Source: an optimization exercise on an open RTL-to-GDS flow (aim: small area and a short achievable clock period). Production flows keep margins and buffers that such runs may drop. The RTL was checked by simulation tests, not by an equivalence proof against the original design.

===== flow/config.mk =====
export PLATFORM = sky130hd
export DESIGN_NAME = riscv_core
export DESIGN_NICKNAME = riscv_core
export VERILOG_FILES = /design/flow/design.v
export SDC_FILE = /design/flow/constraint.sdc
export NUM_CORES = 4
export LEC_CHECK = 0
export ABC_AREA = 1
export CAP_MARGIN = 20
export CELL_PAD_IN_SITES_DETAIL_PLACEMENT = 1
export CELL_PAD_IN_SITES_GLOBAL_PLACEMENT = 2
export CORE_MARGIN = 2
export CORE_UTILIZATION = 45
export PLACE_DENSITY = 0.6
export SLEW_MARGIN = 20

===== flow/constraint.sdc =====
create_clock -name core_clock -period 110.0 [get_ports {clk}]
set_input_delay 22.0000 -clock core_clock [delete_from_list [all_inputs] [get_ports {clk}]]
set_output_delay 22.0000 -clock core_clock [all_outputs]
set_load 0.01 [all_outputs]

===== flow/design.v =====
module riscv_core
(
	input  wire        clk,
	input  wire        rst,
	output wire [31:0] ib_addr,
	input  wire [31:0] ib_data,
	output wire        ib_valid,
	input  wire        ib_ready,
	output wire [31:0] db_addr,
	output wire [ 3:0] db_lanes,
	input  wire [31:0] db_din,
	output wire [31:0] db_dout,
	output wire        db_wr,
	output wire        db_valid,
	input  wire        db_ready
);
reg  [31:1] pc;    
reg  [31:0] fi0, fi1;
reg  [31:1] fa0, fa1;
reg         rp, wp;
reg  [ 1:0] cnt;
reg         skip;
wire        jmp;
wire [31:1] jmp_addr;
wire        hazard;
wire        ready = !hazard;
wire        f_full  = cnt[1];
wire        f_valid = cnt != 2'b00;
wire [31:0] f_instr = rp ? fi1 : fi0;
wire [31:1] f_addr  = rp ? fa1 : fa0;
assign ib_addr  = {pc, 1'b0};
assign ib_valid = !f_full;
localparam NPB = 4;
reg  [31:1]    ps0, ps1;
reg  [NPB-1:0] pcc;
wire [NPB:0]   pn_c;
assign pn_c[0] = 1'b0;
wire [31:1] bp_jimm = {{12{ib_data[31]}}, ib_data[19:12], ib_data[20], ib_data[30:21]};
wire [31:1] bp_bimm = {{20{ib_data[31]}}, ib_data[7], ib_data[30:25], ib_data[11:8]};
wire        bp_jal  = ib_data[6:0] == 7'h6F;
wire        bp_br   = ib_data[6:0] == 7'h63 && ib_data[31];
wire        f_take  = ib_valid && ib_ready && !skip;
wire [31:1] pn_base = jmp ? jmp_addr : pc;
wire [31:1] pn_inc  = jmp ? 31'd0 : bp_jal ? bp_jimm : bp_br ? bp_bimm : 31'd2;
wire        pn_load = jmp || f_take;
wire [31:1] pn_s0, pn_s1;
wire [NPB-1:0] pn_g, pn_p;
genvar pb;
generate
	for (pb = 0; pb < NPB; pb = pb + 1)
	begin : pcb
		localparam LO = 1 + 8 * pb;
		localparam HI = (8 * pb + 8 < 31) ? 8 * pb + 8 : 31;
		localparam N  = HI - LO + 1;
		wire [N:0] s0 = {1'b0, pn_base[HI:LO]} + {1'b0, pn_inc[HI:LO]};
		wire [N:0] s1 = {1'b0, pn_base[HI:LO]} + {1'b0, pn_inc[HI:LO]} + {{N{1'b0}}, 1'b1};
		assign pn_s0[HI:LO] = s0[N-1:0];
		assign pn_s1[HI:LO] = s1[N-1:0];
		assign pn_g[pb] = s0[N];
		assign pn_p[pb] = s1[N];
		assign pn_c[pb+1] = pn_g[pb] | (pn_p[pb] & pn_c[pb]);
		always @*
			pc[HI:LO] = pcc[pb] ? ps1[HI:LO] : ps0[HI:LO];
	end
endgenerate
always @(posedge clk or posedge rst)
begin
	if (rst)
	begin
		ps0 <= 31'd0;
		ps1 <= 31'd0;
		pcc <= {NPB{1'b0}};
	end
	else if (pn_load)
	begin
		ps0 <= pn_s0;
		ps1 <= pn_s1;
		pcc <= pn_c[NPB-1:0];
	end
end
always @(posedge clk or posedge rst)
begin
	if (rst)
	begin
		rp   <= 1'b0;
		wp   <= 1'b0;
		cnt  <= 2'd0;
		skip <= 1'b0;
	end
	else if (jmp)
	begin
		wp   <= rp;
		cnt  <= 2'd0;
		skip <= !f_full;
	end
	else
	begin
		if (ib_valid && ib_ready)
		begin
			skip <= 1'b0;
			if (!skip)
			begin
				wp <= !wp;
				if (!ready || !f_valid)
					cnt <= cnt + 2'd1;
			end
		end
		if (f_valid && ready)
		begin
			rp <= !rp;
			if (!ib_ready || !ib_valid || skip)
				cnt <= cnt - 2'd1;
		end
	end
end
always @(posedge clk)
begin
	if (f_take && !jmp)
	begin
		if (wp) fa1 <= pc;
		else    fa0 <= pc;
	end
	if (!f_full)
	begin
		if (wp) fi1 <= ib_data;
		else    fi0 <= ib_data;
	end
end
reg         d_valid;
reg  [ 4:0] d_rd, d_rs1, d_rs2;
reg  [31:0] d_a, d_b, d_sd;
reg  [ 3:0] d_lanes;
reg         d_wr, d_isjal, d_isbr, d_mem, d_st;
reg  [31:1] d_jaddr, d_addr4;
reg         c_add, c_sub, c_and, c_or, c_xor, c_srl;
reg         c_lt, c_ge, c_eq, c_ne, c_sgn, c_mul;
reg         c_div, c_rem, c_negq, c_negr;
reg         e_valid;
reg         w1_we;
reg  [ 4:0] w1_rd;
reg         w2_we;
reg  [ 4:0] w2_rd;
wire [31:0] w2_val;
wire [ 6:0] op  = f_instr[6:0];
wire [ 2:0] f3  = f_instr[14:12];
wire [ 4:0] rd  = f_instr[11:7];
wire [ 4:0] rs1 = f_instr[19:15];
wire [ 4:0] rs2 = f_instr[24:20];
wire [31:0] i_imm = {{20{f_instr[31]}}, f_instr[31:20]};
wire [31:0] s_imm = {{20{f_instr[31]}}, f_instr[31:25], f_instr[11:7]};
wire [31:0] u_imm = {f_instr[31:12], 12'h000};
wire [31:1] j_imm = {{12{f_instr[31]}}, f_instr[19:12], f_instr[20], f_instr[30:21]};
wire [31:1] b_imm = {{20{f_instr[31]}}, f_instr[7], f_instr[30:25], f_instr[11:8]};
reg  [31:0] rf [1:31];
always @(posedge clk)
	if (w2_we)
		rf[w2_rd] <= w2_val;
wire        hit1 = w2_we && w2_rd == rs1;
wire        hit2 = w2_we && w2_rd == rs2;
wire [31:0] oh1  = 32'h1 << rs1;
wire [31:0] oh2  = 32'h1 << rs2;
reg  [31:0] fw1, fw2;
integer n;
always @*
begin
	fw1 = {32{hit1}} & w2_val;
	fw2 = {32{hit2}} & w2_val;
	for (n = 1; n < 32; n = n + 1)
	begin
		fw1 = fw1 | ({32{oh1[n] & !hit1}} & rf[n]);
		fw2 = fw2 | ({32{oh2[n] & !hit2}} & rf[n]);
	end
end
reg [4:0] alu_op;
always @*
begin
	casex ({f_instr[30], f_instr[25], f_instr[14:12], f_instr[6:0]})
		12'bxx_000_0010011: alu_op = 5'h00;
		12'bxx_xxx_0000011: alu_op = 5'h00;
		12'bxx_010_0010011: alu_op = 5'h0D;
		12'bxx_011_0010011: alu_op = 5'h0E;
		12'bxx_100_0010011: alu_op = 5'h04;
		12'bxx_110_0010011: alu_op = 5'h03;
		12'bxx_111_0010011: alu_op = 5'h02;
		12'bxx_001_0010011: alu_op = 5'h05;
		12'b0x_101_0010011: alu_op = 5'h06;
		12'b1x_101_0010011: alu_op = 5'h07;
		12'b00_000_0110011: alu_op = 5'h00;
		12'b10_000_0110011: alu_op = 5'h01;
		12'bx0_010_0110011: alu_op = 5'h0D;
		12'bx0_011_0110011: alu_op = 5'h0E;
		12'bx0_100_0110011: alu_op = 5'h04;
		12'bx0_110_0110011: alu_op = 5'h03;
		12'bx0_111_0110011: alu_op = 5'h02;
		12'bx0_001_0110011: alu_op = 5'h05;
		12'b00_101_0110011: alu_op = 5'h06;
		12'b10_101_0110011: alu_op = 5'h07;
		12'bxx_xxx_0110111: alu_op = 5'h08;
		12'bxx_xxx_0010111: alu_op = 5'h09;
		12'bxx_xxx_110x111: alu_op = 5'h0A;
		12'bxx_000_1100011: alu_op = 5'h0B;
		12'bxx_001_1100011: alu_op = 5'h0C;
		12'bxx_100_1100011: alu_op = 5'h0D;
		12'bxx_101_1100011: alu_op = 5'h0F;
		12'bxx_110_1100011: alu_op = 5'h0E;
		12'bxx_111_1100011: alu_op = 5'h10;
		12'b01_000_0110011: alu_op = 5'h18;
		12'b01_001_0110011: alu_op = 5'h19;
		12'b01_010_0110011: alu_op = 5'h1A;
		12'b01_011_0110011: alu_op = 5'h1B;
		12'b01_100_0110011: alu_op = 5'h1C;
		12'b01_101_0110011: alu_op = 5'h1D;
		12'b01_110_0110011: alu_op = 5'h1E;
		12'b01_111_0110011: alu_op = 5'h1F;
		12'bxx_xxx_0100011: alu_op = 5'h11;
		default:            alu_op = 5'h00;
	endcase
end
wire o_lui   = alu_op == 5'h08;
wire o_auipc = alu_op == 5'h09;
wire o_jal   = alu_op == 5'h0A;
wire o_mulh  = alu_op == 5'h19 || alu_op == 5'h1A || alu_op == 5'h1B;
wire o_saddr = alu_op == 5'h11;
wire o_div   = alu_op == 5'h1C || alu_op == 5'h1D || alu_op == 5'h1E || alu_op == 5'h1F;
wire o_sdiv  = alu_op == 5'h1C || alu_op == 5'h1E;
wire o_rem   = alu_op == 5'h1E || alu_op == 5'h1F;
wire        neg1 = o_sdiv && fw1[31];
wire        neg2 = o_sdiv && fw2[31];
wire [31:0] mag1 = neg1 ? -fw1 : fw1;
wire [31:0] mag2 = neg2 ? -fw2 : fw2;
wire [31:0] addr32 = {f_addr, 1'b0};
wire        o_sll = alu_op == 5'h05;
wire        o_srl = alu_op == 5'h06 || alu_op == 5'h07;
wire [31:0] rop2  = f_instr[5] ? fw2 : i_imm;
wire [31:0] fw1r;
genvar rv;
generate
	for (rv = 0; rv < 32; rv = rv + 1)
	begin : rev1
		assign fw1r[rv] = fw1[31-rv];
	end
endgenerate
wire [31:0] opa =
	(o_lui || o_mulh)   ? 32'h0 :
	(o_auipc || o_jal)  ? addr32 :
	o_div               ? mag1 :
	o_srl               ? fw1r :
	fw1;
wire [31:0] opb =
	(o_lui || o_auipc)  ? u_imm :
	(o_jal || o_mulh)   ? 32'h0 :
	o_saddr             ? s_imm :
	o_div               ? mag2 :
	(o_sll || o_srl)    ? 32'h1 << rop2[4:0] :
	rop2;
wire        is_lw = {f3, op} == 10'b010_0000011;
wire        is_sb = {f3, op} == 10'b000_0100011;
wire        is_sh = {f3, op} == 10'b001_0100011;
wire        is_sw = {f3, op} == 10'b010_0100011;
wire [ 1:0] sa    = fw1[1:0] + s_imm[1:0];
wire [31:0] sdat  = is_sb ? {4{fw2[7:0]}} : is_sh ? {2{fw2[15:0]}} : fw2;
wire [31:0] sdrot =
	sa == 2'd0 ? sdat :
	sa == 2'd1 ? {sdat[23:0], sdat[31:24]} :
	sa == 2'd2 ? {sdat[15:0], sdat[31:16]} :
	             {sdat[ 7:0], sdat[31: 8]};
reg  [ 3:0] lanes;
always @*
begin
	if (is_sb)
		lanes = 4'b0001 << sa;
	else if (is_sh)
		lanes = sa == 2'd0 ? 4'b0011 : sa == 2'd1 ? 4'b0110 : sa == 2'd2 ? 4'b1100 : 4'b1000;
	else if (is_sw)
		lanes = sa == 2'd0 ? 4'b1111 : sa == 2'd1 ? 4'b1110 : sa == 2'd2 ? 4'b1100 : 4'b1000;
	else
		lanes = 4'b1111;
end
wire d_acc = f_valid && !jmp && !hazard;
always @(posedge clk or posedge rst)
begin
	if (rst)
		d_valid <= 1'b0;
	else
		d_valid <= d_acc;
end
always @(posedge clk)
begin
	d_rd    <= rd;
	d_rs1   <= rs1;
	d_rs2   <= rs2;
	d_a     <= opa;
	d_b     <= opb;
	d_sd    <= sdrot;
	d_lanes <= lanes;
	d_wr    <= rd != 5'd0 && op != 7'h63 && op != 7'h23 && op != 7'h0F;
	d_isjal <= op == 7'h6F;
	d_isbr  <= op == 7'h63;
	d_mem   <= is_lw || is_sb || is_sh || is_sw;
	d_st    <= is_sb || is_sh || is_sw;
	d_jaddr <= f_addr + (op == 7'h63 ? b_imm : j_imm);
	d_addr4 <= f_addr + 31'd2;
	c_add <= alu_op == 5'h00 || o_lui || o_auipc || o_jal || o_mulh || o_saddr;
	c_sub <= alu_op == 5'h01;
	c_and <= alu_op == 5'h02;
	c_or  <= alu_op == 5'h03;
	c_xor <= alu_op == 5'h04;
	c_srl <= o_srl;
	c_lt  <= alu_op == 5'h0D || alu_op == 5'h0E;
	c_ge  <= alu_op == 5'h0F || alu_op == 5'h10;
	c_sgn <= alu_op == 5'h0D || alu_op == 5'h0F;
	c_eq  <= alu_op == 5'h0B;
	c_ne  <= alu_op == 5'h0C;
	c_mul <= alu_op == 5'h18 || o_sll;
	c_div <= o_div;
	c_rem <= o_rem;
	c_negq <= o_sdiv && (fw1[31] ^ fw2[31]) && fw2 != 32'h0;
	c_negr <= o_sdiv && fw1[31];
end
wire h_d = d_rd != 5'd0 && d_valid && (d_rd == rs1 || d_rd == rs2) && f_valid;
wire h_e = w1_rd != 5'd0 && e_valid &&
	(((w1_rd == rs1 || w1_rd == rs2) && f_valid) ||
	 ((w1_rd == d_rs1 || w1_rd == d_rs2) && d_valid));
assign hazard = h_d || h_e;
reg         q_jmp;
reg  [31:1] q_jaddr;
assign jmp      = q_jmp;
assign jmp_addr = q_jaddr;
wire        e_go = d_valid && !q_jmp;
wire        sub   = c_sub || c_lt || c_ge;
wire [32:0] sum   = {c_sgn & d_a[31], d_a} + ({c_sgn & d_b[31], d_b} ^ {33{sub}}) + {32'h0, sub};
wire        lt    = sum[32];
wire        eq    = d_a == d_b;
reg  [31:0] prod;
reg  [31:0] bpp [0:15];
reg  [31:0] bneg;
reg  [31:0] bsel;
reg  [ 2:0] bdig;
integer bi;
always @*
begin
	bneg = 32'h0;
	for (bi = 0; bi < 16; bi = bi + 1)
	begin
		bdig = {d_b[2*bi+1], d_b[2*bi], (bi == 0) ? 1'b0 : d_b[2*bi-1]};
		case (bdig)
			3'b001, 3'b010: bsel = d_a;
			3'b011:         bsel = {d_a[30:0], 1'b0};
			3'b100:         bsel = ~{d_a[30:0], 1'b0};
			3'b101, 3'b110: bsel = ~d_a;
			default:        bsel = 32'h0;
		endcase
		bpp[bi] = bsel << (2 * bi);
		bneg[2*bi] = bdig[2] & ~(bdig[1] & bdig[0]);
	end
	prod = bpp[0] + bpp[1] + bpp[2] + bpp[3] + bpp[4] + bpp[5] + bpp[6] + bpp[7] +
	       bpp[8] + bpp[9] + bpp[10] + bpp[11] + bpp[12] + bpp[13] + bpp[14] + bpp[15] + bneg;
end
wire [31:0] prod_r;
genvar rp2;
generate
	for (rp2 = 0; rp2 < 32; rp2 = rp2 + 1)
	begin : rev2
		assign prod_r[rp2] = prod[31-rp2];
	end
endgenerate
wire [31:0] res_e =
	({32{c_add | c_sub}} & sum[31:0]) |
	({32{c_and}} & (d_a & d_b)) |
	({32{c_or }} & (d_a | d_b)) |
	({32{c_xor}} & (d_a ^ d_b)) |
	({32{c_mul}} & prod) |
	({32{c_srl}} & prod_r) |
	{31'h0, (c_lt & lt) | (c_ge & ~lt) | (c_eq & eq) | (c_ne & ~eq)};
wire        cond = res_e[0];
always @(posedge clk or posedge rst)
begin
	if (rst)
	begin
		q_jmp   <= 1'b0;
		w1_we   <= 1'b0;
		e_valid <= 1'b0;
	end
	else
	begin
		q_jmp   <= e_go && ((d_isjal && d_jaddr != f_addr) ||
		                    (d_isbr && (d_jaddr != f_addr || !cond)));
		w1_we   <= e_go && d_wr;
		e_valid <= e_go;
	end
end
always @(posedge clk)
begin
	q_jaddr <= (d_isbr && !cond) ? d_addr4 : d_jaddr;
	w1_rd   <= d_rd;
	w2_rd   <= w1_rd;
	w2_we   <= w1_we;    
end
reg         bus_valid;
reg  [31:0] bus_addr, bus_dout;
reg  [ 3:0] bus_lanes;
reg         bus_wr;
always @(posedge clk or posedge rst)
begin
	if (rst)
		bus_valid <= 1'b0;
	else if (!bus_valid)
		bus_valid <= d_valid && d_mem;
	else if (db_ready)
		bus_valid <= 1'b0;
end
always @(posedge clk)
begin
	if (!bus_valid)
	begin
		bus_addr  <= sum[31:0];
		bus_dout  <= d_sd;
		bus_lanes <= d_lanes;
		bus_wr    <= d_st;
	end
end
assign db_addr  = bus_addr;
assign db_dout  = bus_dout;
assign db_lanes = bus_lanes;
assign db_wr    = bus_wr;
assign db_valid = bus_valid;
reg  [13:0] s1_r;
reg  [17:0] s1_a;
reg  [31:18] s1_q;
reg  [31:0] s1_b;
reg         s1_div, s1_rem, s1_negq, s1_negr;
reg  [21:0] s2_r;
reg  [9:0] s2_a;
reg  [31:10] s2_q;
reg  [31:0] s2_b;
reg         s2_div, s2_rem, s2_negq, s2_negr;
wire [32:0] hz0;
assign hz0[32] = 1'b1;
genvar k0;
generate for (k0 = 31; k0 >= 0; k0 = k0 - 1) begin : ghz0 assign hz0[k0] = hz0[k0+1] & ~d_b[k0]; end endgenerate
wire [32:0] hz1;
assign hz1[32] = 1'b1;
genvar k1;
generate for (k1 = 31; k1 >= 0; k1 = k1 - 1) begin : ghz1 assign hz1[k1] = hz1[k1+1] & ~s1_b[k1]; end endgenerate
wire [32:0] hz2;
assign hz2[32] = 1'b1;
genvar k2;
generate for (k2 = 31; k2 >= 0; k2 = k2 - 1) begin : ghz2 assign hz2[k2] = hz2[k2+1] & ~s2_b[k2]; end endgenerate
wire [33:0] d_b3 = {2'b00, d_b} + {1'b0, d_b, 1'b0};    
wire [31:0] qv;
wire [0:0] x31 = d_a[31:31];
wire [1:0] t1_31 = {1'b0, x31} - {1'b0, d_b[0:0]};
wire g1_31 = hz0[1] & ~t1_31[1];
wire [0:0] r31 = g1_31 ? t1_31[0:0] : x31;
assign qv[31] = g1_31;
wire [1:0] x30 = {r31, d_a[30:30]};
wire [2:0] t1_30 = {1'b0, x30} - {1'b0, d_b[1:0]};
wire g1_30 = hz0[2] & ~t1_30[2];
wire [1:0] r30 = g1_30 ? t1_30[1:0] : x30;
assign qv[30] = g1_30;
wire [2:0] x29 = {r30, d_a[29:29]};
wire [3:0] t1_29 = {1'b0, x29} - {1'b0, d_b[2:0]};
wire g1_29 = hz0[3] & ~t1_29[3];
wire [2:0] r29 = g1_29 ? t1_29[2:0] : x29;
assign qv[29] = g1_29;
wire [3:0] x28 = {r29, d_a[28:28]};
wire [4:0] t1_28 = {1'b0, x28} - {1'b0, d_b[3:0]};
wire g1_28 = hz0[4] & ~t1_28[4];
wire [3:0] r28 = g1_28 ? t1_28[3:0] : x28;
assign qv[28] = g1_28;
wire [4:0] x27 = {r28, d_a[27:27]};
wire [5:0] t1_27 = {1'b0, x27} - {1'b0, d_b[4:0]};
wire g1_27 = hz0[5] & ~t1_27[5];
wire [4:0] r27 = g1_27 ? t1_27[4:0] : x27;
assign qv[27] = g1_27;
wire [5:0] x26 = {r27, d_a[26:26]};
wire [6:0] t1_26 = {1'b0, x26} - {1'b0, d_b[5:0]};
wire g1_26 = hz0[6] & ~t1_26[6];
wire [5:0] r26 = g1_26 ? t1_26[5:0] : x26;
assign qv[26] = g1_26;
wire [6:0] x25 = {r26, d_a[25:25]};
wire [7:0] t1_25 = {1'b0, x25} - {1'b0, d_b[6:0]};
wire g1_25 = hz0[7] & ~t1_25[7];
wire [6:0] r25 = g1_25 ? t1_25[6:0] : x25;
assign qv[25] = g1_25;
wire [7:0] x24 = {r25, d_a[24:24]};
wire [8:0] t1_24 = {1'b0, x24} - {1'b0, d_b[7:0]};
wire g1_24 = hz0[8] & ~t1_24[8];
wire [7:0] r24 = g1_24 ? t1_24[7:0] : x24;
assign qv[24] = g1_24;
wire [8:0] x23 = {r24, d_a[23:23]};
wire [9:0] t1_23 = {1'b0, x23} - {1'b0, d_b[8:0]};
wire g1_23 = hz0[9] & ~t1_23[9];
wire [8:0] r23 = g1_23 ? t1_23[8:0] : x23;
assign qv[23] = g1_23;
wire [9:0] x22 = {r23, d_a[22:22]};
wire [10:0] t1_22 = {1'b0, x22} - {1'b0, d_b[9:0]};
wire g1_22 = hz0[10] & ~t1_22[10];
wire [9:0] r22 = g1_22 ? t1_22[9:0] : x22;
assign qv[22] = g1_22;
wire [10:0] x21 = {r22, d_a[21:21]};
wire [11:0] t1_21 = {1'b0, x21} - {1'b0, d_b[10:0]};
wire g1_21 = hz0[11] & ~t1_21[11];
wire [10:0] r21 = g1_21 ? t1_21[10:0] : x21;
assign qv[21] = g1_21;
wire [11:0] x20 = {r21, d_a[20:20]};
wire [12:0] t1_20 = {1'b0, x20} - {1'b0, d_b[11:0]};
wire g1_20 = hz0[12] & ~t1_20[12];
wire [11:0] r20 = g1_20 ? t1_20[11:0] : x20;
assign qv[20] = g1_20;
wire [12:0] x19 = {r20, d_a[19:19]};
wire [13:0] t1_19 = {1'b0, x19} - {1'b0, d_b[12:0]};
wire g1_19 = hz0[13] & ~t1_19[13];
wire [12:0] r19 = g1_19 ? t1_19[12:0] : x19;
assign qv[19] = g1_19;
wire [13:0] x18 = {r19, d_a[18:18]};
wire [14:0] t1_18 = {1'b0, x18} - {1'b0, d_b[13:0]};
wire g1_18 = hz0[14] & ~t1_18[14];
wire [13:0] r18 = g1_18 ? t1_18[13:0] : x18;
assign qv[18] = g1_18;
wire [14:0] x17 = {s1_r, s1_a[17:17]};
wire [15:0] t1_17 = {1'b0, x17} - {1'b0, s1_b[14:0]};
wire g1_17 = hz1[15] & ~t1_17[15];
wire [14:0] r17 = g1_17 ? t1_17[14:0] : x17;
assign qv[17] = g1_17;
wire [15:0] x16 = {r17, s1_a[16:16]};
wire [16:0] t1_16 = {1'b0, x16} - {1'b0, s1_b[15:0]};
wire g1_16 = hz1[16] & ~t1_16[16];
wire [15:0] r16 = g1_16 ? t1_16[15:0] : x16;
assign qv[16] = g1_16;
wire [16:0] x15 = {r16, s1_a[15:15]};
wire [17:0] t1_15 = {1'b0, x15} - {1'b0, s1_b[16:0]};
wire g1_15 = hz1[17] & ~t1_15[17];
wire [16:0] r15 = g1_15 ? t1_15[16:0] : x15;
assign qv[15] = g1_15;
wire [17:0] x14 = {r15, s1_a[14:14]};
wire [18:0] t1_14 = {1'b0, x14} - {1'b0, s1_b[17:0]};
wire g1_14 = hz1[18] & ~t1_14[18];
wire [17:0] r14 = g1_14 ? t1_14[17:0] : x14;
assign qv[14] = g1_14;
wire [18:0] x13 = {r14, s1_a[13:13]};
wire [19:0] t1_13 = {1'b0, x13} - {1'b0, s1_b[18:0]};
wire g1_13 = hz1[19] & ~t1_13[19];
wire [18:0] r13 = g1_13 ? t1_13[18:0] : x13;
assign qv[13] = g1_13;
wire [19:0] x12 = {r13, s1_a[12:12]};
wire [20:0] t1_12 = {1'b0, x12} - {1'b0, s1_b[19:0]};
wire g1_12 = hz1[20] & ~t1_12[20];
wire [19:0] r12 = g1_12 ? t1_12[19:0] : x12;
assign qv[12] = g1_12;
wire [20:0] x11 = {r12, s1_a[11:11]};
wire [21:0] t1_11 = {1'b0, x11} - {1'b0, s1_b[20:0]};
wire g1_11 = hz1[21] & ~t1_11[21];
wire [20:0] r11 = g1_11 ? t1_11[20:0] : x11;
assign qv[11] = g1_11;
wire [21:0] x10 = {r11, s1_a[10:10]};
wire [22:0] t1_10 = {1'b0, x10} - {1'b0, s1_b[21:0]};
wire g1_10 = hz1[22] & ~t1_10[22];
wire [21:0] r10 = g1_10 ? t1_10[21:0] : x10;
assign qv[10] = g1_10;
wire [22:0] x9 = {s2_r, s2_a[9:9]};
wire [23:0] t1_9 = {1'b0, x9} - {1'b0, s2_b[22:0]};
wire g1_9 = hz2[23] & ~t1_9[23];
wire [22:0] r9 = g1_9 ? t1_9[22:0] : x9;
assign qv[9] = g1_9;
wire [23:0] x8 = {r9, s2_a[8:8]};
wire [24:0] t1_8 = {1'b0, x8} - {1'b0, s2_b[23:0]};
wire g1_8 = hz2[24] & ~t1_8[24];
wire [23:0] r8 = g1_8 ? t1_8[23:0] : x8;
assign qv[8] = g1_8;
wire [24:0] x7 = {r8, s2_a[7:7]};
wire [25:0] t1_7 = {1'b0, x7} - {1'b0, s2_b[24:0]};
wire g1_7 = hz2[25] & ~t1_7[25];
wire [24:0] r7 = g1_7 ? t1_7[24:0] : x7;
assign qv[7] = g1_7;
wire [25:0] x6 = {r7, s2_a[6:6]};
wire [26:0] t1_6 = {1'b0, x6} - {1'b0, s2_b[25:0]};
wire g1_6 = hz2[26] & ~t1_6[26];
wire [25:0] r6 = g1_6 ? t1_6[25:0] : x6;
assign qv[6] = g1_6;
wire [26:0] x5 = {r6, s2_a[5:5]};
wire [27:0] t1_5 = {1'b0, x5} - {1'b0, s2_b[26:0]};
wire g1_5 = hz2[27] & ~t1_5[27];
wire [26:0] r5 = g1_5 ? t1_5[26:0] : x5;
assign qv[5] = g1_5;
wire [27:0] x4 = {r5, s2_a[4:4]};
wire [28:0] t1_4 = {1'b0, x4} - {1'b0, s2_b[27:0]};
wire g1_4 = hz2[28] & ~t1_4[28];
wire [27:0] r4 = g1_4 ? t1_4[27:0] : x4;
assign qv[4] = g1_4;
wire [28:0] x3 = {r4, s2_a[3:3]};
wire [29:0] t1_3 = {1'b0, x3} - {1'b0, s2_b[28:0]};
wire g1_3 = hz2[29] & ~t1_3[29];
wire [28:0] r3 = g1_3 ? t1_3[28:0] : x3;
assign qv[3] = g1_3;
wire [29:0] x2 = {r3, s2_a[2:2]};
wire [30:0] t1_2 = {1'b0, x2} - {1'b0, s2_b[29:0]};
wire g1_2 = hz2[30] & ~t1_2[30];
wire [29:0] r2 = g1_2 ? t1_2[29:0] : x2;
assign qv[2] = g1_2;
wire [30:0] x1 = {r2, s2_a[1:1]};
wire [31:0] t1_1 = {1'b0, x1} - {1'b0, s2_b[30:0]};
wire g1_1 = hz2[31] & ~t1_1[31];
wire [30:0] r1 = g1_1 ? t1_1[30:0] : x1;
assign qv[1] = g1_1;
wire [31:0] x0 = {r1, s2_a[0:0]};
wire [32:0] t1_0 = {1'b0, x0} - {1'b0, s2_b[31:0]};
wire g1_0 = hz2[32] & ~t1_0[32];
wire [31:0] r0 = g1_0 ? t1_0[31:0] : x0;
assign qv[0] = g1_0;
wire [31:0] res1 = {s1_r, s1_a};    
wire [31:0] res2 = {s2_r, s2_a};    
always @(posedge clk)
begin
	if (c_div)
	begin
		s1_r <= r18;
		s1_a <= d_a[17:0];
	end
	else
		{s1_r, s1_a} <= res_e;
	s1_q    <= qv[31:18];
	s1_b    <= d_b;
	s1_div <= c_div;
	s1_rem <= c_rem;
	s1_negq <= c_negq;
	s1_negr <= c_negr;
	if (s1_div)
	begin
		s2_r <= r10;
		s2_a <= s1_a[9:0];
	end
	else
		{s2_r, s2_a} <= res1;
	s2_q    <= {s1_q, qv[17:10]};
	s2_b    <= s1_b;
	s2_div <= s1_div;
	s2_rem <= s1_rem;
	s2_negq <= s1_negq;
	s2_negr <= s1_negr;
end
wire [31:0] quo  = {s2_q, qv[9:0]};
wire [31:0] rmd  = r0;
wire [31:0] dres = s2_rem ? (s2_negr ? -rmd : rmd) : (s2_negq ? -quo : quo);
assign w2_val = s2_div ? dres : res2;
endmodule

===== flow/flow/run.sh =====
#!/bin/bash
# Standard synthesis and layout (the standard.sh), with ORFS's repair_timing asked for
# extra setup margin and free to resize cells across footprints. The SDC is the design's.
set -euo pipefail
bash standard.sh SETUP_SLACK_MARGIN=85 MATCH_CELL_FOOTPRINT=0 finish > make.log 2>&1

===== flow/standard.sh =====
#!/bin/bash
# synth_recipe.tcl (not shown) runs the flow's synth.tcl, then flattens the netlist and writes it again
# the make line also repeats each setting of config.mk as NAME=value (left out here)
make -C /OpenROAD-flow-scripts/flow DESIGN_CONFIG=/design/flow/config.mk WORK_HOME=/design/flow/orfs CLKGATE_MAP_FILE= SYNTH_SCRIPT=/design/flow/synth_recipe.tcl "${@:-finish}"

==> results of run 1 <==
## state kept, by name (all words and copies together) (netlist names), 32 cells and up
name and flops:
fi1 32, bus_dout 32, d_b 32, bus_addr 32
s1_b 32, rf 992, s2_b 32, fi0 32
d_a 32, d_sd 32
## routing by layer
metal	GRT usage (%)	wire length, um	vias up
met5	0	147	-
met4	23.8	41400	16
met3	9.82	61300	1785
met2	62.7	257000	6539
met1	49.9	220000	59500
li1	-	-	52400
## logic make-up after synthesis
logic type / after synthesis / synth area share [%]
adder cells (fa/ha/maj): 1036 / 12.1
other: 1 / 0.00307
AND/OR/NAND/NOR: 5956 / 20.8
flip-flops: 1666 / 37.3
buffers and inverters: 2412 / 7.96
XOR/XNOR: 662 / 4.74
AO/OA/AOI/OAI: 3283 / 17.1
multiplexers: 11 / 0.0972
## cell type report
cell class	count	area, um^2
Multi-Input combinational cell	11000	70000
Clock inverter	110	1160
Fill cell	32000	131000
Antenna cell	18	45.0
Tap cell	3570	4470
Inverter	1799	7030
Sequential cell	1666	45600
Clock buffer	237	5150
Timing Repair Buffer	690	6070
Timing Repair inverter	7	42.5
## critical path: cells and delay by family, from the launching register on
kind | cells | cell delay (ns)
AO/OA/AOI/OAI | 1 | 0.75
buffers and inverters | 1 | 0.70
flip-flops | 1 | 0.57
## worst max-delay path by stage
stage	startpoint	end	slack [ns]	cells past startpoint
floorplan	ib_data[5]	pcc[3]	84.91	27
global placement	s2_b[1]	d_b[5]	80.32	148
detailed placement	s2_b[1]	d_b[5]	79.69	148
CTS	s1_b[2]	s2_r[13]	85.00	163
global route	d_b[17]	s1_r[13]	84.55	175
finish	pcc[1]	ib_addr[15]	85.11	2
## what timing repair did
action                                   CTS  global route
cloned                                    11            24
setup buffers                             90           127
gates resized for setup                  317           492
endpoints found under the setup margin  1162           920
pin swaps                                 39           139
endpoints found under the hold margin      0             0
## placed cells by master, fill, tap and decap left out, types with 52 or more instances in the layout
cell             instances
nand2_1               3560
inv_1                 1637
edfxtp_1              1187
nor2_1                 829
ha_1                   734
a21oi_1                732
o21ai_0                698
nand3_1                649
buf_4                  503
xor2_1                 457
a221oi_1               428
dfxtp_1                372
o22ai_1                347
fa_1                   227
clkbuf_16              209
xnor2_1                205
o21ai_1                178
nand4_1                161
clkdlybuf4s50_1        129
nand2_2                122
o2111ai_1              120
or2_2                  108
inv_2                   84
o21bai_1                79
o21ai_2                 74
o211ai_1                70
a21oi_2                 69
nor3_1                  67
dfrtp_1                 66
a31oi_1                 63
nor2_2                  62
and2_1                  60
nand3_2                 57
nor2_4                  56
clkinv_1                54
nor4_1                  52
## stage by stage
stage / area (um^2)
after global routing: 140000
after global placement: 128000
final: 140000
after detailed placement: 128000
after CTS: 136000
after floorplan: 122000
==> results.ini, run 1 <==
[place]
routabilityCongestion = 1.00
place_ws_ns = 79.69
port_buffers = 137
dp_hpwl_um = 406000
dp.cells = 18400

[clock_tree]
cts_buffers = 188
cts_tree = yes
clk_pin_slew_worst_paths_ns = 0.06
clockRootBuffer = clkbuf_16
cts-htree-levels = 4
hold_buffers = 0
clock_path_buffers = 4
cts.sinks = 1666
clk_latency_ns = 0.94

[detailed_routing]
drt-total-wl_um = 579000
drc_errors = 0
drt_iter0_drc = 13400
ant_nets = 0
routed-via-count = 120000
wl_per_cell_um = 30.4
first_pass_iters = 7
viasPerCell = 6.31

[timing]
worst_clock_skew_ns = 0.123
finalHoldViolCount = 0
hold_slack_ns = 0.299
slew_headroom_pct = 7.88
tightestPinTransition_ns = 1.38
worst_slack_ns = 85.11
tns_ns = 0
fin_crit_ns = 24.89
rsz0062_at_grt = no
fmax_mhz = 40.2
period_share_pct = 22.6
slew_viol_final = 0
setup_viol = 0

[outcome]
outcome = finished clean

[run]
cap_viol_max_count = 0

[global_route]
antenna_found_initial = 33
grt_pass1_wl_um = 819000
track_usage_pct = 40.0
grt_max_degree = 68
grt_overflow_total = 0
grt_pass1_vias = 121000

[floorplanning]
core_um2 = 271000
die_x_um = 525
rows = 191
io_pins = 171
die_height_um = 525
dieArea_um2 = 276000
initial_utilization_pct = 45.2

[layout]
area_delta_synth_final_pct = 14.2
final_cells = 19100
utilization_pct = 51.6
num-nets-final = 16400
drive_above_1_share_pct = 12.0

[hold_path]
min_to = s2_negq
holdCritStartpoint = s1_negq
whs_path_depth = 0
hold_class = flip-flop to flip-flop

[critical_path]
cp_cell_sequence = o21ai_0 > clkdlybuf4s50_1
worstSetupPathType = flip-flop to output port
slowest_delay_ns = 0.75
r2r-end = d_a[21]
arrival_ns = 2.89
rrSetupSlack_ns = 86.15
startpoint_type = flip-flop
r2r_cells = 138
slowest_stage = o21ai_0
worstPathRequired_ns = 88.00
reg2reg_from = s2_b[28]
worst-path-max-fanout = 14
crit_path_end_kind = output port

[logic_synthesis]
syn_avg_cell_area_um2 = 8.14
ys_top_cells_by_count = nand2_1, inv_1, edfxtp_1
synth_area_leaders = edfxtp_1, nand2_1, ha_1
synthMostInstantiatedCell = nand2_1
synthDistinctLibCells = 96
synthFlopType = edfxtp_1
async_reset_ff_share_pct = 4.02
syn_area_um2 = 122000
yosysTopAreaCell = edfxtp_1
yosysSeqAreaShare_pct = 37.3
synth_nets = 16100
syn-instance-count = 15000
synth_top_area_share_pct = 29.1
ys_ff_latch = 1666
yosys_warnings = 2
synth_edf_count = 1187

==> run 2: changes to the inputs <==
--- a/flow/design.v
+++ b/flow/design.v
@@ -130,5 +130,4 @@
 reg  [ 4:0] d_rd, d_rs1, d_rs2;
-reg  [31:0] d_a, d_b, d_sd;
-reg  [ 3:0] d_lanes;
-reg         d_wr, d_isjal, d_isbr, d_mem, d_st;
+reg  [31:0] d_a, d_b;
+reg         d_wr, d_isjal, d_isbr, d_mem;
 reg  [31:1] d_jaddr, d_addr4;
@@ -293,4 +292,2 @@
 	d_b     <= opb;
-	d_sd    <= sdrot;
-	d_lanes <= lanes;
 	d_wr    <= rd != 5'd0 && op != 7'h63 && op != 7'h23 && op != 7'h0F;
@@ -299,3 +296,2 @@
 	d_mem   <= is_lw || is_sb || is_sh || is_sw;
-	d_st    <= is_sb || is_sh || is_sw;
 	d_jaddr <= f_addr + (op == 7'h63 ? b_imm : j_imm);
@@ -402,2 +398,3 @@
 reg         bus_wr;
+wire        bus_vn = bus_valid ? !db_ready : (d_valid && d_mem);
 always @(posedge clk or posedge rst)
@@ -406,6 +403,4 @@
 		bus_valid <= 1'b0;
-	else if (!bus_valid)
-		bus_valid <= d_valid && d_mem;
-	else if (db_ready)
-		bus_valid <= 1'b0;
+	else
+		bus_valid <= bus_vn;
 end
@@ -414,7 +409,8 @@
 	if (!bus_valid)
-	begin
 		bus_addr  <= sum[31:0];
-		bus_dout  <= d_sd;
-		bus_lanes <= d_lanes;
-		bus_wr    <= d_st;
+	if (!bus_vn)
+	begin
+		bus_dout  <= sdrot;
+		bus_lanes <= lanes;
+		bus_wr    <= is_sb || is_sh || is_sw;
 	end
@@ -643,3 +639,5 @@
 wire [31:0] rmd  = r0;
-wire [31:0] dres = s2_rem ? (s2_negr ? -rmd : rmd) : (s2_negq ? -quo : quo);
+wire [31:0] dsel = s2_rem ? rmd : quo;
+wire        dneg = s2_rem ? s2_negr : s2_negq;
+wire [31:0] dres = dneg ? -dsel : dsel;
 assign w2_val = s2_div ? dres : res2;
==> run 2 against run 1 <==
Compared with the run above: sequential cell count decreased by 37; clock skew increased by 0.021 ns; largest cell class unchanged; critical path depth unchanged; via count increased by 1.4%; synthesized cell count decreased by 2.1%; worst hold slack got worse by 0.029 ns; critical path type unchanged; now fails the layout checks on capacitance limit, slew limit; utilization increased by 0.38 points; design area decreased by 1.2%; global-route usage increased by 3.4 points; critical endpoint is now ib_addr[24]; worst setup slack improved by 0.042 ns.
==> results.ini, run 2 <==
[layout]
fin_area_um2 = 138000  ; was 140000 um^2
seq_area_um2 = 44900  ; was 45600 um^2
drive_above_1_share_pct = 12.0  ; about the same
largest_register_ffs = 992  ; unchanged
top_register = rf  ; unchanged
layout_commonest_cell = nand2_1  ; unchanged
final_cell_mix = nand2_1, inv_1, edfxtp_1  ; unchanged
utilization_pct = 52.0  ; was 51.6%
multi_input_area_um2 = 68600  ; was 70000 um^2
fillers = 31400  ; was 32.0k
num-nets-final = 16200  ; was 16.4k
area_delta_synth_final_pct = 14.9  ; was 14.2%

[logic_synthesis]
yosys.area_share.simple_pct = 19.1  ; was 20.8%
synth_top_family_by_area = simple AND/OR/NAND/NOR gates  ; unchanged
synth_xor_area_share_pct = 4.80  ; was 4.74%
yosysTopAreaCell = edfxtp_1  ; unchanged
yosysSeqAreaShare_pct = 37.3  ; about the same
synthDistinctLibCells = 88  ; was 96
synthMuxAreaShare_pct = 0.0834  ; was 0.0972%
synth_nets = 15800  ; was 16.1k
syn_area_um2 = 120000  ; was 122000 um^2
syn_avg_cell_area_um2 = 8.16  ; was 8.14 um^2
yosys_warnings = 2  ; unchanged
synth_edf_count = 1187  ; unchanged
syn-instance-count = 14700  ; was 15.0k
async_reset_ff_share_pct = 4.11  ; was 4.02%
synth_area_leaders = edfxtp_1, nand2_1, ha_1  ; unchanged
ys_ff_latch = 1629  ; was 1666
synthMostInstantiatedCell = nand2_1  ; unchanged
synth_top_area_share_pct = 29.7  ; was 29.1%
synthFlopType = edfxtp_1  ; unchanged
synth_fa_ha_area_share_pct = 12.3  ; was 12.1%
ys_top_cells_by_count = nand2_1, inv_1, edfxtp_1  ; unchanged
synth_compound_area_share_pct = 18.1  ; was 17.1%

[floorplanning]
die_x_um = 521  ; was 525 um
io_pins = 171  ; unchanged
dieArea_um2 = 271000  ; was 276000 um^2
core_um2 = 265000  ; was 271000 um^2
die_height_um = 521  ; was 525 um
initial_utilization_pct = 45.2  ; about the same
rows = 189  ; was 191

[hold_path]
whs_path_depth = 0  ; unchanged
hold_class = flip-flop to flip-flop  ; unchanged
holdCritStartpoint = s1_q[25]  ; was s1_negq
min_to = s2_q[25]  ; was s2_negq

[detailed_routing]
ant_nets = 0  ; unchanged
routed-via-count = 122000  ; was 120k
wl_per_cell_um = 32.9  ; was 30.4 um
drt-total-wl_um = 617000  ; was 579000 um
first_pass_iters = 7  ; unchanged
drt_iter0_drc = 16000  ; was 13.4k
viasPerCell = 6.49  ; was 6.31
drc_errors = 0  ; unchanged

[critical_path]
arrival_ns = 2.85  ; was 2.89 ns
crit_path_end_kind = output port  ; unchanged
slowest_delay_ns = 0.76  ; was 0.75 ns
reg2reg_from = d_b[22]  ; was s2_b[28]
startpoint_type = flip-flop  ; unchanged
worst-path-max-fanout = 13  ; was 14
slowest_stage = o21ai_0  ; unchanged
cp_cell_sequence = o21ai_0 > clkdlybuf4s50_1  ; unchanged
r2r_cells = 169  ; was 138
rrSetupSlack_ns = 85.58  ; was 86.15 ns
worstPathRequired_ns = 88.00  ; about the same
r2r-end = s1_r[7]  ; was d_a[21]
worstSetupPathType = flip-flop to output port  ; unchanged
critical_path.startpoint = pcc[2]  ; was pcc[1]

[timing]
tns_ns = 0  ; unchanged
fin_crit_ns = 24.85  ; was 24.89 ns
slew_viol_final = 1  ; was 0
rsz0062_at_grt = no  ; unchanged
finalHoldViolCount = 0  ; unchanged
worst_clock_skew_ns = 0.144  ; was 0.123 ns
tightestPinTransition_ns = 1.49  ; was 1.38 ns
period_share_pct = 22.6  ; about the same
setup_viol = 0  ; unchanged
fmax_mhz = 40.2  ; about the same
slew_headroom_pct = -1.77  ; was 7.88%

[outcome]
so.violations = capacitance limit, slew limit
outcome = complete, but fails checks  ; was finished clean

[run]
cap_viol_max_count = 1  ; was 0

[global_route]
grt_pass1_wl_um = 855000  ; was 819000 um
grt_overflow_total = 0  ; unchanged
track_usage_pct = 43.4  ; was 40.0%
antenna_found_initial = 56  ; was 33
grt_pass1_vias = 120000  ; was 121k
grt_max_degree = 68  ; unchanged

[clock_tree]
clock_path_buffers = 4  ; unchanged
cts_tree = yes  ; unchanged
cts.sinks = 1629  ; was 1666
clk_pin_slew_worst_paths_ns = 0.06  ; about the same
cts_buffers = 184  ; was 188
cts-htree-levels = 4  ; unchanged
clk_latency_ns = 0.95  ; was 0.94 ns
hold_buffers = 0  ; unchanged
clockRootBuffer = clkbuf_16  ; unchanged

[place]
port_buffers = 137  ; unchanged
dp_hpwl_um = 428000  ; was 406000 um
post_dp_cell_area_um2 = 126000  ; was 128000 um^2
routabilityCongestion = 1.02  ; was 1.00

-- run 2: area by class of cell --
class	instances	share of cell area, %
Clock inverter	105	0.887
Antenna cell	42	0.0762
Clock buffer	226	3.55
Sequential cell	1629	32.5
Inverter	1937	5.43
Timing Repair Buffer	725	4.54
Multi-Input combinational cell	10600	49.7
Timing Repair inverter	7	0.0390
Tap cell	3533	3.20
-- run 2: how the worst max path moves through the flow --
stage | endpoint | slack, ns | cells after the start
floorplan | pcc[3] | 85.01 | 22
global placement | bus_dout[19] | 79.80 | 139
detailed placement | bus_dout[19] | 79.08 | 143
CTS | pcc[3] | 85.00 | 24
global route | s1_r[7] | 84.31 | 171
finish | ib_addr[24] | 85.15 | 2
-- run 2: routing by layer --
layer,share of wire (%),global-route usage (%),vias up,routed length [um]
met4,9.0,31.5,30,55500
met1,37,53.7,59900,230000
met5,0.038,0,-,236
met2,42,64.6,7822,260000
met3,12,12.6,2467,71500
li1,-,-,51700,-
-- run 2: logic make-up (layout without fill, tap and decap cells) --
kind of cell             Yosys count  count (layout)
adder cells (fa/ha/maj)         1035            1035
XOR/XNOR                         658             658
other                              1              43
buffers and inverters           2539            3000
AND/OR/NAND/NOR                 5423            5445
multiplexers                       9               9
flip-flops                      1629            1629
AO/OA/AOI/OAI                   3422            3422
-- run 2: through the flow --
step	worst slack, ns	std cells	hold slack, ns
floorplan	85.01	14700	0.310
detailed placement	79.08	18100	0.313
global route	84.31	18700	0.298
global placement	79.80	18100	0.313
CTS	85.00	18500	0.301
finish	85.15	18800	0.271
-- run 2: what timing repair did --
item / in CTS / in global routing
gates cloned: 16 / 23
buffers inserted: 73 / 154
pin swaps: 54 / 160
endpoints found under the setup margin: 1158 / 960
resized for setup: 297 / 513
endpoints found under the hold margin: 0 / 0
-- run 2: worst max-delay path: cells and delay by family, from the launching register on --
| family | cells | cell delay [ns] |
|---|---|---|
| AOI/OAI and AO/OA | 1 | 0.76 |
| buffers and inverters | 1 | 0.69 |
| DFF | 1 | 0.52 |
==> run 3: changes to the inputs <==
--- a/flow/config.mk
+++ b/flow/config.mk
@@ -8,3 +8,3 @@
 export ABC_AREA = 1
-export CAP_MARGIN = 20
+export CAP_MARGIN = 30
 export CELL_PAD_IN_SITES_DETAIL_PLACEMENT = 1
@@ -14,2 +14,2 @@
 export PLACE_DENSITY = 0.6
-export SLEW_MARGIN = 20
+export SLEW_MARGIN = 30
==> run 3 against run 2 <==
Compared with the run above: now clean on timing, DRC and antenna; global-route usage grew 0.055 points; worst hold slack gained 0.016 ns; non-clock buffer count shrank 6; utilization is essentially flat; critical path depth is the same; via count grew 0.14%; wire length is essentially flat.
==> results.ini, run 3 <==
[critical_path]
reg2reg_from = d_b[29]  ; was d_b[22]
arrival_ns = 2.85  ; about the same
rrSetupSlack_ns = 85.57  ; was 85.58 ns
r2r_cells = 168  ; was 169
startpoint_type = flip-flop  ; unchanged
worst-path-max-fanout = 13  ; unchanged
worstPathRequired_ns = 88.00  ; about the same
worstSetupPathType = flip-flop to output port  ; unchanged
crit_path_end_kind = output port  ; unchanged
r2r-end = s1_r[10]  ; was s1_r[7]

[logic_synthesis]
synth_top_area_share_pct = 29.7  ; unchanged
synthMostInstantiatedCell = nand2_1  ; unchanged
ys_ff_latch = 1629  ; unchanged
yosysTopAreaCell = edfxtp_1  ; unchanged
ys_top_cells_by_count = nand2_1, inv_1, edfxtp_1  ; unchanged
syn-instance-count = 14700  ; unchanged
synth_nets = 15800  ; unchanged
synth_edf_count = 1187  ; unchanged
syn_avg_cell_area_um2 = 8.16  ; unchanged
synth_area_leaders = edfxtp_1, nand2_1, ha_1  ; unchanged
yosysSeqAreaShare_pct = 37.3  ; unchanged
async_reset_ff_share_pct = 4.11  ; unchanged
synthFlopType = edfxtp_1  ; unchanged
syn_area_um2 = 120000  ; unchanged
yosys_warnings = 2  ; unchanged
synthDistinctLibCells = 88  ; unchanged

[run]
cap_viol_max_count = 0  ; was 1

[timing]
tightestPinTransition_ns = 1.23  ; was 1.49 ns
worst_slack_ns = 85.15  ; about the same
fin_crit_ns = 24.85  ; about the same
period_share_pct = 22.6  ; about the same
rsz0062_at_grt = no  ; unchanged
slew_viol_final = 0  ; was 1
tns_ns = 0  ; unchanged
worst_clock_skew_ns = 0.101  ; was 0.144 ns
finalHoldViolCount = 0  ; unchanged
setup_viol = 0  ; unchanged
fmax_mhz = 40.2  ; about the same
slew_headroom_pct = 17.9  ; was -1.77%

[detailed_routing]
topRoutingLayerUsed = met5  ; unchanged
drt-total-wl_um = 618000  ; was 617000 um
routed-via-count = 122000  ; about the same
drt-met1-wl_um = 232000  ; was 230000 um
drt_iter0_drc = 16300  ; was 16.0k
viasPerCell = 6.51  ; was 6.49
wl_met3_um = 71900  ; was 71500 um
first_pass_iters = 8  ; was 7
wl_per_cell_um = 32.9  ; about the same
ant_nets = 0  ; unchanged
drc_errors = 0  ; unchanged
wl_met2_um = 260000  ; about the same

[layout]
multi_input_area_um2 = 68700  ; was 68600 um^2
fillers = 31300  ; was 31.4k
layout_commonest_cell = nand2_1  ; unchanged
final_cell_mix = nand2_1, inv_1, edfxtp_1  ; unchanged
area_delta_synth_final_pct = 14.8  ; was 14.9%
seq_area_um2 = 44900  ; about the same
utilization_pct = 52.0  ; about the same
num-nets-final = 16200  ; about the same
largest_register_ffs = 992  ; unchanged
drive_above_1_share_pct = 11.9  ; was 12.0%
top_register = rf  ; unchanged

[floorplanning]
core_um2 = 265000  ; unchanged
io_pins = 171  ; unchanged
rows = 189  ; unchanged
die_x_um = 521  ; unchanged
initial_utilization_pct = 45.2  ; unchanged
dieArea_um2 = 271000  ; unchanged
die_height_um = 521  ; unchanged

[clock_tree]
clock_path_buffers = 4  ; unchanged
clk_pin_slew_worst_paths_ns = 0.06  ; about the same
cts-htree-levels = 4  ; unchanged
cts_buffers = 184  ; unchanged
hold_buffers = 0  ; unchanged
cts.sinks = 1629  ; unchanged
clk_latency_ns = 0.93  ; was 0.95 ns
clockRootBuffer = clkbuf_16  ; unchanged
cts_tree = yes  ; unchanged

[global_route]
track_usage_pct = 43.5  ; was 43.4%
antenna_found_initial = 52  ; was 56
grt_overflow_total = 0  ; unchanged
grt_pass1_wl_um = 857000  ; was 855000 um
grt_max_degree = 68  ; unchanged
grt_pass1_vias = 120000  ; about the same

[hold_path]
holdCritStartpoint = s1_q[25]  ; unchanged
min_to = s2_q[25]  ; unchanged
whs_path_depth = 0  ; unchanged
hold_class = flip-flop to flip-flop  ; unchanged

[place]
dp_hpwl_um = 428000  ; about the same
port_buffers = 137  ; unchanged
place_ws_ns = 79.25  ; was 79.08 ns
routabilityCongestion = 1.02  ; unchanged

[outcome]
outcome = finished clean  ; was complete, but fails checks

run 3: worst max-delay path: stages, from the launching register on:
cell,delay [ns]
dfrtp_1,0.52
o21ai_0,0.77
clkdlybuf4s50_1,0.69
run 3: worst max path at each step:
stage	start	end	slack [ns]	cells past startpoint
3_5_place_dp	s2_b[18]	bus_dout[1]	79.25	143
2_1_floorplan	ib_data[5]	pcc[3]	85.01	22
4_1_cts	s1_b[2]	s2_r[12]	85.00	175
6_report	pcc[2]	ib_addr[22]	85.15	2
5_1_grt	d_b[18]	s1_r[13]	84.35	172
3_3_place_gp	s2_b[18]	bus_dout[19]	79.80	139
run 3: cell type report:
class | count | area share [%]
Multi-Input combinational cell | 10600 | 49.9
Inverter | 1937 | 5.44
Sequential cell | 1629 | 32.6
Timing Repair inverter | 7 | 0.0372
Antenna cell | 43 | 0.0781
Timing Repair Buffer | 719 | 4.49
Clock buffer | 233 | 3.57
Tap cell | 3533 | 3.21
Clock inverter | 96 | 0.767
run 3: cell families (layout without fill, tap and decap cells):
group | after synthesis | after routing | synth area share (%)
and+or+nand+nor | 5423 | 5443 | 19.1
AOI/OAI and AO/OA | 3422 | 3423 | 18.1
buffers and inverters | 2539 | 2992 | 8.24
DFF | 1629 | 1629 | 37.3
adders and majority gates | 1035 | 1035 | 12.3
xor gates and xnor gates | 658 | 658 | 4.80
muxes | 9 | 9 | 0.0834
other | 1 | 44 | 0.00312
run 3: metal layers:
layer	global-route usage [%]	vias up
li1	-	51700
met5	0.193	-
met2	64.8	7895
met3	12.9	2401
met4	30.4	20
met1	53.9	60100
run 3: through the flow:
stage | hold WS (ns) | instance area (um^2) | cells
after floorplan | 0.310 | 120000 | 14700
after global placement | 0.313 | 126000 | 18100
after detailed placement | 0.313 | 126000 | 18100
after CTS | 0.287 | 134000 | 18500
after global routing | 0.302 | 138000 | 18700
final | 0.287 | 138000 | 18800
run 3: what timing repair did:
item                       4_1_cts  5_1_grt
pin swaps                       42      153
buffers inserted                65      155
setup endpoints to repair     1163      856
gates resized for setup        288      516
gates cloned                    12       22
==> run 4: changes to the inputs <==
--- a/flow/config.mk
+++ b/flow/config.mk
@@ -12,4 +12,4 @@
 export CORE_MARGIN = 2
-export CORE_UTILIZATION = 45
-export PLACE_DENSITY = 0.6
+export CORE_UTILIZATION = 40
+export PLACE_DENSITY = 0.58
 export SLEW_MARGIN = 30
==> run 4 against run 3 <==
Compared with the run above: synthesized cell count unchanged; critical path type unchanged; design area increased by 0.56%; sequential share of layout area decreased by 0.19 points; critical path depth unchanged.
==> results.ini, run 4 <==
[outcome]
outcome = finished clean  ; unchanged

[global_route]
antenna_found_initial = 51  ; was 52
track_usage_pct = 37.9  ; was 43.5%
grt_overflow_total = 0  ; unchanged
grt_max_degree = 68  ; unchanged
grt_pass1_vias = 116000  ; was 120k
grt_pass1_wl_um = 837000  ; was 857000 um

[timing]
tightestPinTransition_ns = 1.14  ; was 1.23 ns
finalHoldViolCount = 0  ; unchanged
slew_headroom_pct = 23.3  ; was 17.9%
hold_slack_ns = 0.292  ; was 0.287 ns
period_share_pct = 22.6  ; about the same
worst_clock_skew_ns = 0.171  ; was 0.101 ns
fin_crit_ns = 24.88  ; was 24.85 ns
slew_viol_final = 0  ; unchanged
setup_viol = 0  ; unchanged
tns_ns = 0  ; unchanged
fmax_mhz = 40.2  ; about the same
rsz0062_at_grt = yes  ; was no

[logic_synthesis]
ys_top_cells_by_count = nand2_1, inv_1, edfxtp_1  ; unchanged
synthMostInstantiatedCell = nand2_1  ; unchanged
yosysTopAreaCell = edfxtp_1  ; unchanged
synth_fa_ha_area_share_pct = 12.3  ; unchanged
synth_edf_count = 1187  ; unchanged
synthFlopType = edfxtp_1  ; unchanged
synth_xor_area_share_pct = 4.80  ; unchanged
synth_nets = 15800  ; unchanged
syn-instance-count = 14700  ; unchanged
ys_ff_latch = 1629  ; unchanged
synth_compound_area_share_pct = 18.1  ; unchanged
syn_area_um2 = 120000  ; unchanged
yosys.area_share.simple_pct = 19.1  ; unchanged
synth_area_leaders = edfxtp_1, nand2_1, ha_1  ; unchanged
synthMuxAreaShare_pct = 0.0834  ; unchanged
syn_avg_cell_area_um2 = 8.16  ; unchanged
yosysSeqAreaShare_pct = 37.3  ; unchanged
synthDistinctLibCells = 88  ; unchanged
synth_top_area_share_pct = 29.7  ; unchanged
yosys_warnings = 2  ; unchanged
synth_top_family_by_area = simple AND/OR/NAND/NOR gates  ; unchanged
async_reset_ff_share_pct = 4.11  ; unchanged

[floorplanning]
die_x_um = 552  ; was 521 um
dieArea_um2 = 305000  ; was 271000 um^2
initial_utilization_pct = 40.1  ; was 45.2%
io_pins = 171  ; unchanged
die_height_um = 552  ; was 521 um
rows = 201  ; was 189
core_um2 = 299000  ; was 265000 um^2

[layout]
fin_area_um2 = 139000  ; was 138000 um^2
drive_above_1_share_pct = 12.0  ; was 11.9%
final_cell_mix = nand2_1, inv_1, edfxtp_1  ; unchanged
largest_register_ffs = 992  ; unchanged
utilization_pct = 46.3  ; was 52.0%
fillers = 35200  ; was 31.3k
area_delta_synth_final_pct = 15.5  ; was 14.8%
final_cells = 19200  ; was 18.8k
top_register = rf  ; unchanged
layout_commonest_cell = nand2_1  ; unchanged
num-nets-final = 16200  ; about the same

[critical_path]
critical_path.startpoint = pcc[3]  ; was pcc[2]
rrSetupSlack_ns = 86.24  ; was 85.57 ns
worstSetupPathType = flip-flop to output port  ; unchanged
startpoint_type = flip-flop  ; unchanged
crit_path_end = ib_addr[26]  ; was ib_addr[22]
r2r_cells = 168  ; unchanged
arrival_ns = 2.88  ; was 2.85 ns
worstPathRequired_ns = 88.00  ; about the same
crit_path_end_kind = output port  ; unchanged
reg2reg_from = d_b[18]  ; was d_b[29]
worst-path-max-fanout = 12  ; was 13
r2r-end = s1_r[13]  ; was s1_r[10]

[clock_tree]
cts-htree-levels = 4  ; unchanged
cts_tree = yes  ; unchanged
clockRootBuffer = clkbuf_16  ; unchanged
cts_buffers = 189  ; was 184
hold_buffers = 0  ; unchanged
cts.sinks = 1629  ; unchanged
clk_latency_ns = 0.96  ; was 0.93 ns
clock_path_buffers = 4  ; unchanged
clk_pin_slew_worst_paths_ns = 0.06  ; about the same

[detailed_routing]
drt-total-wl_um = 600000  ; was 618000 um
first_pass_iters = 8  ; unchanged
wl_per_cell_um = 31.3  ; was 32.9 um
ant_nets = 0  ; unchanged
drc_errors = 0  ; unchanged
routed-via-count = 118000  ; was 122k
drt_iter0_drc = 13500  ; was 16.3k
viasPerCell = 6.14  ; was 6.51

[run]
cap_viol_max_count = 0  ; unchanged

[hold_path]
hold_class = flip-flop to flip-flop  ; unchanged

[place]
post_dp_cell_area_um2 = 127000  ; was 126000 um^2
routabilityCongestion = 1.00  ; was 1.02
port_buffers = 137  ; unchanged
dp_hpwl_um = 435000  ; was 428000 um
dp.cells = 18600  ; was 18.1k

[run 4: cell counts after synthesis]
No cell type changed its count.
[run 4: kinds of logic (layout without fill, tap and decap cells)]
logic type | Yosys count | after routing
compound gates | 3422 | 3422
xor+xnor | 658 | 658
fa+ha+maj | 1035 | 1035
buf+inv | 2539 | 3001
flops | 1629 | 1629
mux | 9 | 9
other cells | 1 | 55
simple gates | 5423 | 5444
[run 4: timing repair]
action                                   CTS  global route
cloned                                    16            17
resized for setup                        365           502
endpoints found under the setup margin  1163          1049
setup buffers                             76           135
pin swaps                                 61           165
[run 4: how the worst min path moves through the flow]
stage	startpoint	end	cells past startpoint
floorplan	c_negq	s1_negq	0
global placement	s1_a[4]	s2_a[4]	0
detailed placement	s1_q[27]	s2_q[27]	0
CTS	s1_negr	s2_negr	0
global route	s1_negr	s2_negr	0
finish	s1_negr	s2_negr	0
[run 4: worst max-delay path, cell delays in order (launching register included)]
cell and delay [ns]:
dfrtp_1 0.54, o21ai_0 0.78, clkdlybuf4s50_1 0.69
[run 4: cell type report]
type | count | area [um^2] | share of cell area, %
Clock buffer | 247 | 5170 | 3.73
Timing Repair Buffer | 717 | 6110 | 4.41
Clock inverter | 94 | 978 | 0.706
Inverter | 1937 | 7560 | 5.46
Sequential cell | 1629 | 44900 | 32.4
Antenna cell | 54 | 135 | 0.0975
Timing Repair inverter | 6 | 47.5 | 0.0343
Multi-Input combinational cell | 10600 | 68800 | 49.6
Tap cell | 3958 | 4950 | 3.57
[run 4: routing by layer]
| metal | wire [um] | vias up | global-route usage [%] |
|---|---|---|---|
| li1 | - | 51700 | - |
| met1 | 244000 | 58800 | 49.6 |
| met2 | 257000 | 5948 | 57.5 |
| met3 | 58000 | 1546 | 8.63 |
| met4 | 41500 | 8 | 21.8 |
| met5 | 56 | - | 0 |
[run 4: metrics by stage]
stage / setup WS [ns]
floorplan: 85.01
global placement: 78.10
detailed placement: 78.19
CTS: 85.00
global route: 84.55
finish: 85.12
==> run 5: changes to the inputs <==
--- a/flow/config.mk
+++ b/flow/config.mk
@@ -8,3 +8,3 @@
 export ABC_AREA = 1
-export CAP_MARGIN = 30
+export CAP_MARGIN = 20
 export CELL_PAD_IN_SITES_DETAIL_PLACEMENT = 1
@@ -12,4 +12,7 @@
 export CORE_MARGIN = 2
-export CORE_UTILIZATION = 40
-export PLACE_DENSITY = 0.58
-export SLEW_MARGIN = 30
+export CORE_UTILIZATION = 55
+export CTS_BUF_LIST = sky130_fd_sc_hd__clkbuf_8
+export CTS_CLUSTER_DIAMETER = 100
+export CTS_CLUSTER_SIZE = 40
+export PLACE_DENSITY = 0.68
+export SLEW_MARGIN = 20
==> run 5 against run 4 <==
Compared with the run above: the flow now stops in 3_1_place_gp_skip_io; synthesized area unchanged; synthesized cell count unchanged.
==> results.ini, run 5 <==
[outcome]
outcome = aborted with a tool error  ; was finished clean
lastStage = 3_1_place_gp_skip_io
error_line = [ERROR GPL-0301] Utilization 101.882 % exceeds 100%.

[logic_synthesis]
async_reset_ff_share_pct = 4.11  ; unchanged
yosysSeqAreaShare_pct = 37.3  ; unchanged
syn_area_um2 = 120000  ; unchanged
yosysTopAreaCell = edfxtp_1  ; unchanged
ys_top_cells_by_count = nand2_1, inv_1, edfxtp_1  ; unchanged
synthMostInstantiatedCell = nand2_1  ; unchanged
synth_area_leaders = edfxtp_1, nand2_1, ha_1  ; unchanged
synthDistinctLibCells = 88  ; unchanged
synth_edf_count = 1187  ; unchanged
synthFlopType = edfxtp_1  ; unchanged
syn-instance-count = 14700  ; unchanged
ys_ff_latch = 1629  ; unchanged
yosys_warnings = 2  ; unchanged
synth_top_area_share_pct = 29.7  ; unchanged
syn_avg_cell_area_um2 = 8.16  ; unchanged
synth_nets = 15800  ; unchanged

[floorplanning]
rows = 171  ; was 201
die_x_um = 471  ; was 552 um
initial_utilization_pct = 55.3  ; was 40.1%
die_height_um = 471  ; was 552 um

run 5: cell counts after synthesis:
Identical to the previous run, type by type.
run 5: kinds of logic after synthesis:
group           after synthesis  synth area share [%]
fa+ha+maj                  1035                  12.3
flops                      1629                  37.3
mux                           9                0.0834
other cells                   1               0.00312
xor+xnor                    658                  4.80
compound gates             3422                  18.1
buf+inv                    2539                  8.24
simple gates               5423                  19.1

## separate check: timing with driven ports
How much do the figures lean on ideal ports? The routed layouts below were timed once more, with nothing changed but the port constraints.
Step 1, drivers: a clkbuf_16 drives clk and a buf_2 each remaining input, both assumed.
Step 2, shift: input delay + t, output delay - t, t = (earliest + latest rising clock arrival at the registers) / 2. This alone moves slack from input paths to output paths.
Slacks: ideal / step 1 / step 2; pairs: ideal / step 1.
run	t (ns)	setup WS [ns]	worst setup path after step 2	slew at the worst register clock pin (ns)	worst slew at a driven data input, ns
run 1	0.984	85.110 / 84.996 / 84.233	input to register	0.08 / 0.08	0.04
run 2	0.995	85.152 / 85.036 / 84.369	input to register	0.07 / 0.07	0.08
run 3	0.996	85.148 / 85.029 / 84.309	input to register	0.08 / 0.08	0.08
run 4	0.996	85.124 / 85.006 / 84.353	input to register	0.07 / 0.07	0.05
For run 1, which loses most, drivers alone change the setup slack by -0.114 ns; drivers and shift together by -0.877 ns.
